Source: an optimization exercise on an open RTL-to-GDS flow (aim: small area). Production flows keep margins and buffers that such runs may drop.
The RTL was checked by simulation tests, not by an equivalence proof against the original design.
The clock port is modelled as an ideal driver, which makes a skipped or thinned clock tree look cheaper than it is; a real chip needs a root buffer or a tree.

// timer
module timer(
    input clk,
    input rst,
    input IO_BTN_C, IO_BTN_L, IO_BTN_R,
    input [2:0] IO_SWITCH,
    output wire [6:0] IO_SSEG,
    output wire [3:0] IO_SSEG_SEL,
    output wire [15:0] IO_LED
);
    reg [9:0] counter;        
    reg [7:0] blink_counter;  
    reg [2:0] min;            
    reg [2:0] sec_t;          
    reg [3:0] sec_u;          
    reg [1:0] timer_state;    
    reg led;
    assign IO_LED = {16{led}};
    sev_seg U00(
        .clk(clk),
        .rst(rst),
        .min(min),
        .sec_t(sec_t),
        .sec_u(sec_u),
        .IO_SSEG_SEL(IO_SSEG_SEL),
        .IO_SSEG(IO_SSEG)
    );
    wire st_clear = (timer_state == 2'b00);
    wire st_run   = (timer_state == 2'b01);
    wire st_pause = (timer_state == 2'b10);
    wire st_done  = (timer_state == 2'b11);
    wire tick  = &{counter[9:6], counter[4:3], counter[1:0]};
    wire blink = &{blink_counter[7:5], ~blink_counter[3:0]};
    wire u_zero = ~(sec_u[3] | sec_u[2] | sec_u[1] | sec_u[0]);
    wire t_zero = ~(sec_t[2] | sec_t[1] | sec_t[0]);
    wire m_zero = ~(min[2] | min[1] | min[0]);
    wire counting = st_run & ~IO_BTN_R & ~IO_BTN_L;   
    wire second   = counting & tick;                  
    wire finished = second & u_zero & t_zero & m_zero;
    wire dec_u    = second & ~(u_zero & t_zero & m_zero);
    wire dec_t    = dec_u & u_zero;
    wire dec_m    = dec_t & t_zero;
  ...
==> module timer, before the edit <==
module timer(
    input clk,
    input rst,
    input IO_BTN_C, IO_BTN_L, IO_BTN_R,
    input [2:0] IO_SWITCH,
    output wire [6:0] IO_SSEG,
    output wire [3:0] IO_SSEG_SEL,
    output wire [15:0] IO_LED
);
    reg [9:0] counter;        
    reg [7:0] blink_counter;  
    reg [2:0] min;            
    reg [2:0] sec_t;          
    reg [3:0] sec_u;          
    reg [1:0] timer_state;    
    reg led;
    assign IO_LED = {16{led}};
    sev_seg U00(
        .clk(clk),
        .rst(rst),
        .min(min),
        .sec_t(sec_t),
        .sec_u(sec_u),
        .IO_SSEG_SEL(IO_SSEG_SEL),
        .IO_SSEG(IO_SSEG)
    );
    wire st_clear = (timer_state == 2'b00);
    wire st_run   = (timer_state == 2'b01);
    wire st_pause = (timer_state == 2'b10);
    wire st_done  = (timer_state == 2'b11);
    wire tick  = &{counter[9:6], counter[4:3], counter[1:0]};
    wire blink = &{blink_counter[7:5], ~blink_counter[3:0]};
    wire u_zero = ~(sec_u[3] | sec_u[2] | sec_u[1] | sec_u[0]);
    wire t_zero = ~(sec_t[2] | sec_t[1] | sec_t[0]);
    wire m_zero = ~(min[2] | min[1] | min[0]);
    wire counting = st_run & ~IO_BTN_R & ~IO_BTN_L;   
    wire second   = counting & tick;                  
    wire finished = second & u_zero & t_zero & m_zero;
    wire dec_u    = second & ~(u_zero & t_zero & m_zero);
    wire dec_t    = dec_u & u_zero;
    wire dec_m    = dec_t & t_zero;
    wire blinking = st_done & ~IO_BTN_L;              
    wire [3:0] u_dn = {u_zero | (sec_u[3] & sec_u[0]),
                       (sec_u[2] & (sec_u[1] | sec_u[0])) | (sec_u[3] & ~sec_u[0]),
                       sec_u[1] ? sec_u[0] : (~sec_u[0] & (sec_u[2] | sec_u[3])),
                       ~sec_u[0]};
    wire [2:0] t_dn = {t_zero | (sec_t[2] & sec_t[0]),
                       (sec_t[1] & sec_t[0]) | (sec_t[2] & ~sec_t[0]),
                       ~sec_t[0]};
    wire [2:0] m_dn = {min[2] & min[0],
                       (min[1] & min[0]) | (min[2] & ~min[0]),
                       ~min[0]};
    wire [2:0] preset = {~IO_SWITCH[0] & ~IO_SWITCH[1] & IO_SWITCH[2],
                         ~IO_SWITCH[0] & IO_SWITCH[1],
                         IO_SWITCH[0] | IO_SWITCH[1] | IO_SWITCH[2]};
    reg [1:0] next_state;
    always @(*) begin
        case (timer_state)
            2'b00: next_state = (~IO_BTN_L & IO_BTN_C) ? 2'b01 : 2'b00;
            2'b01: next_state = IO_BTN_R ? 2'b10 : IO_BTN_L ? 2'b00 : finished ? 2'b11 : 2'b01;
            2'b10: next_state = IO_BTN_C ? 2'b01 : IO_BTN_L ? 2'b00 : 2'b10;
            default: next_state = IO_BTN_L ? 2'b00 : 2'b11;
        endcase
    end
    always @(posedge clk) begin
        if (rst) begin
            timer_state <= 2'b00;
            counter <= 10'd178;
            blink_counter <= 0;
            min <= 0; sec_t <= 0; sec_u <= 0;
        end else begin
            timer_state <= next_state;
            if (counting)
                counter <= tick ? 10'd178 : {counter[8:0], ~(counter[9] ^ counter[2])};
            if (blinking)
                blink_counter <= blink ? 8'd0 :
                    {blink_counter[6:0], ~(blink_counter[7] ^ blink_counter[1] ^ blink_counter[0])};
            if (st_clear) begin
                min <= preset; sec_t <= 0; sec_u <= 0;
            end else begin
                if (dec_u) sec_u <= u_dn;
                if (dec_t) sec_t <= t_dn;
                if (dec_m) min <= m_dn;
            end
        end
    end
    always @(posedge clk)
        led <= ~rst & blinking & (led ^ blink);
endmodule
==> flow/config.mk <==
export PLATFORM = sky130hd
export DESIGN_NAME = timer
export DESIGN_NICKNAME = timer
export VERILOG_FILES = /design/flow/design.v
export SDC_FILE = /design/flow/constraint.sdc
export NUM_CORES = 4
export LEC_CHECK = 0
export CAP_MARGIN = 20
export CORE_MARGIN = 2
export CORE_UTILIZATION = 40
export PLACE_DENSITY = 0.6
export SLEW_MARGIN = 20
==> flow/constraint.sdc <==
create_clock -name core_clock -period 10.0 [get_ports {clk}]
set_input_delay 2.0000 -clock core_clock [delete_from_list [all_inputs] [get_ports {clk}]]
set_output_delay 2.0000 -clock core_clock [all_outputs]
set_load 0.01 [all_outputs]
standard.sh (not shown) runs the stock make flow with config.mk's settings and CLKGATE_MAP_FILE= SYNTH_SCRIPT=/design/flow/synth_recipe.tcl, a recipe that flattens the netlist after the stock synthesis.
==> flow/flow/run.sh <==
#!/bin/bash
# The standard layout, with these changes to how it is made:
#  - after the standard synthesis, its combinational logic is mapped again
#    for area (ABC: deepsyn, choices, area-recovering mapping); the
#    registers, their names and cell types stay as the synthesis made them
#  - ports are buffered with the smallest buffer (buf_1)
#  - clock tree synthesis inserts no dummy loads, and its tree is then
#    replaced by two clkbuf_16, each driven by the clock port and driving
#    the half of the flip-flops nearest to it (flow/clock_tree.tcl)
#  - after global routing, cells off the critical paths are downsized
# Logs: synth.log, reopt.log (Yosys/ABC), flow.log (make); ORFS's own logs
# stay in orfs/logs.
set -euo pipefail
export BUFFER_PORTS_ARGS="-buffer_cell sky130_fd_sc_hd__buf_1"
export CTS_ARGS="-sink_clustering_enable -repair_clock_nets -dont_use_dummy_load"
export RECOVER_POWER=100
export POST_CTS_TCL=$PWD/flow/clock_tree.tcl

PLAT=$FLOW_HOME/platforms/$FLOW_PLATFORM
LIB=$PLAT/lib/sky130_fd_sc_hd__tt_025C_1v80.lib
RES=$PWD/orfs/results/$FLOW_PLATFORM/timer/base
YOSYS=yosys
[[ -x $FLOW_HOME/../tools/install/yosys/bin/yosys ]] && YOSYS=$FLOW_HOME/../tools/install/yosys/bin/yosys

# 1. standard synthesis only
bash standard.sh "$RES/1_2_yosys.v" > synth.log 2>&1
cp "$RES/1_2_yosys.v" standard_synth.v

# 2. map the combinational logic again; registers are kept as instances
python3 flow/mkcells.py "$LIB" > comb_cells.v
DONT_USE=$(make -s -C "$FLOW_HOME" DESIGN_CONFIG="$PWD/config.mk" WORK_HOME="$PWD/orfs" print-DONT_USE_CELLS 2>/dev/null | sed -n 's/^DONT_USE_CELLS: //p')
DU=""
for c in $DONT_USE; do DU="$DU -dont_use $c"; done
$YOSYS -l reopt.log -p "
read_verilog comb_cells.v
read_liberty -lib -ignore_redef $LIB
read_verilog standard_synth.v
hierarchy -top $FLOW_TOP
flatten
hierarchy -top $FLOW_TOP
techmap
opt -purge
abc -liberty $LIB $DU -script $PWD/flow/reopt.abc
opt_clean -purge
insbuf -buf sky130_fd_sc_hd__buf_1 A X
stat -liberty $LIB
write_verilog -noattr -nohex -nodec reopt.v
" > /dev/null
cp reopt.v "$RES/1_2_yosys.v"

# 3. the rest of the standard layout
bash standard.sh > flow.log 2>&1
Other scripts of this flow, unchanged in this note and not shown: flow/flow/clock_tree.tcl, flow/flow/mkcells.py, flow/flow/reopt.abc
The starting point completed with no timing, DRC or antenna violations.
Edit:
--- a/flow/design.v
+++ b/flow/design.v
@@ -100,6 +100,6 @@
     wire st_pause = (timer_state == 2'b10);
     wire st_done  = (timer_state == 2'b11);
-    wire tick  = &{counter[9:6], counter[4:3], counter[1:0]};
-    wire blink = &{blink_counter[7:5], ~blink_counter[3:0]};
+    wire tick  = (counter == 10'd356);
+    wire blink = (blink_counter == 8'd216);
     wire u_zero = ~(sec_u[3] | sec_u[2] | sec_u[1] | sec_u[0]);
     wire t_zero = ~(sec_t[2] | sec_t[1] | sec_t[0]);
@@ -137,5 +137,5 @@
         if (rst) begin
             timer_state <= 2'b00;
-            counter <= 10'd178;
+            counter <= 0;
             blink_counter <= 0;
             min <= 0; sec_t <= 0; sec_u <= 0;
@@ -143,8 +143,8 @@
             timer_state <= next_state;
             if (counting)
-                counter <= tick ? 10'd178 : {counter[8:0], ~(counter[9] ^ counter[2])};
+                counter <= tick ? 10'd0 : {counter[8:0], ~(counter[9] ^ counter[6])};
             if (blinking)
                 blink_counter <= blink ? 8'd0 :
-                    {blink_counter[6:0], ~(blink_counter[7] ^ blink_counter[1] ^ blink_counter[0])};
+                    {blink_counter[6:0], ~(blink_counter[7] ^ blink_counter[5] ^ blink_counter[4] ^ blink_counter[3])};
             if (st_clear) begin
                 min <= preset; sec_t <= 0; sec_u <= 0;
Outcome: The changed run completed without violations. Die area came out higher by about 0.7%. Clock skew came out lower by 0.026 ns. Routed wire length came out higher by 7.7%. Worst hold slack stays flat. Fmax came out lower by about 11%. Global-route usage came out higher by 0.72 points. Cell count came out lower by about 0.3%. Via count came out higher by 0.50%. First-iteration DRC count came out higher by 10%.
No run of this note takes its clock network from TritonCTS; it comes from the design's own scripts or RTL.

## port drivers added, routing unchanged
The flow's constraints put no driver on any port. The routed layouts listed below were extracted and timed again, unchanged, in two steps.
Step 1 (the two cells are an assumption about what drives the block):
set clk [get_ports {clk}]
set_driving_cell -lib_cell sky130_fd_sc_hd__clkbuf_16 $clk
set_driving_cell -lib_cell sky130_fd_sc_hd__buf_2 [delete_from_list [all_inputs] $clk]
Step 2, shift: input delay + t, output delay - t, t = (earliest + latest rising clock arrival at the registers) / 2. This alone moves slack from input paths to output paths.
Slacks: ideal / step 1 / step 2; pairs: ideal / step 1.
run | shift t [ns] | setup slack, ns | latest minus earliest clock arrival (ns)
the first run | 0.207 | 6.207 / 6.231 / 6.024 | 0.032 / 0.031
the second run | 0.205 | 5.719 / 5.742 / 5.537 | 0.003 / 0.004
After both steps every run listed still meets setup and hold. The setup slack of the first run, which loses most, moves by +0.024 ns with the drivers and by -0.183 ns with both steps.
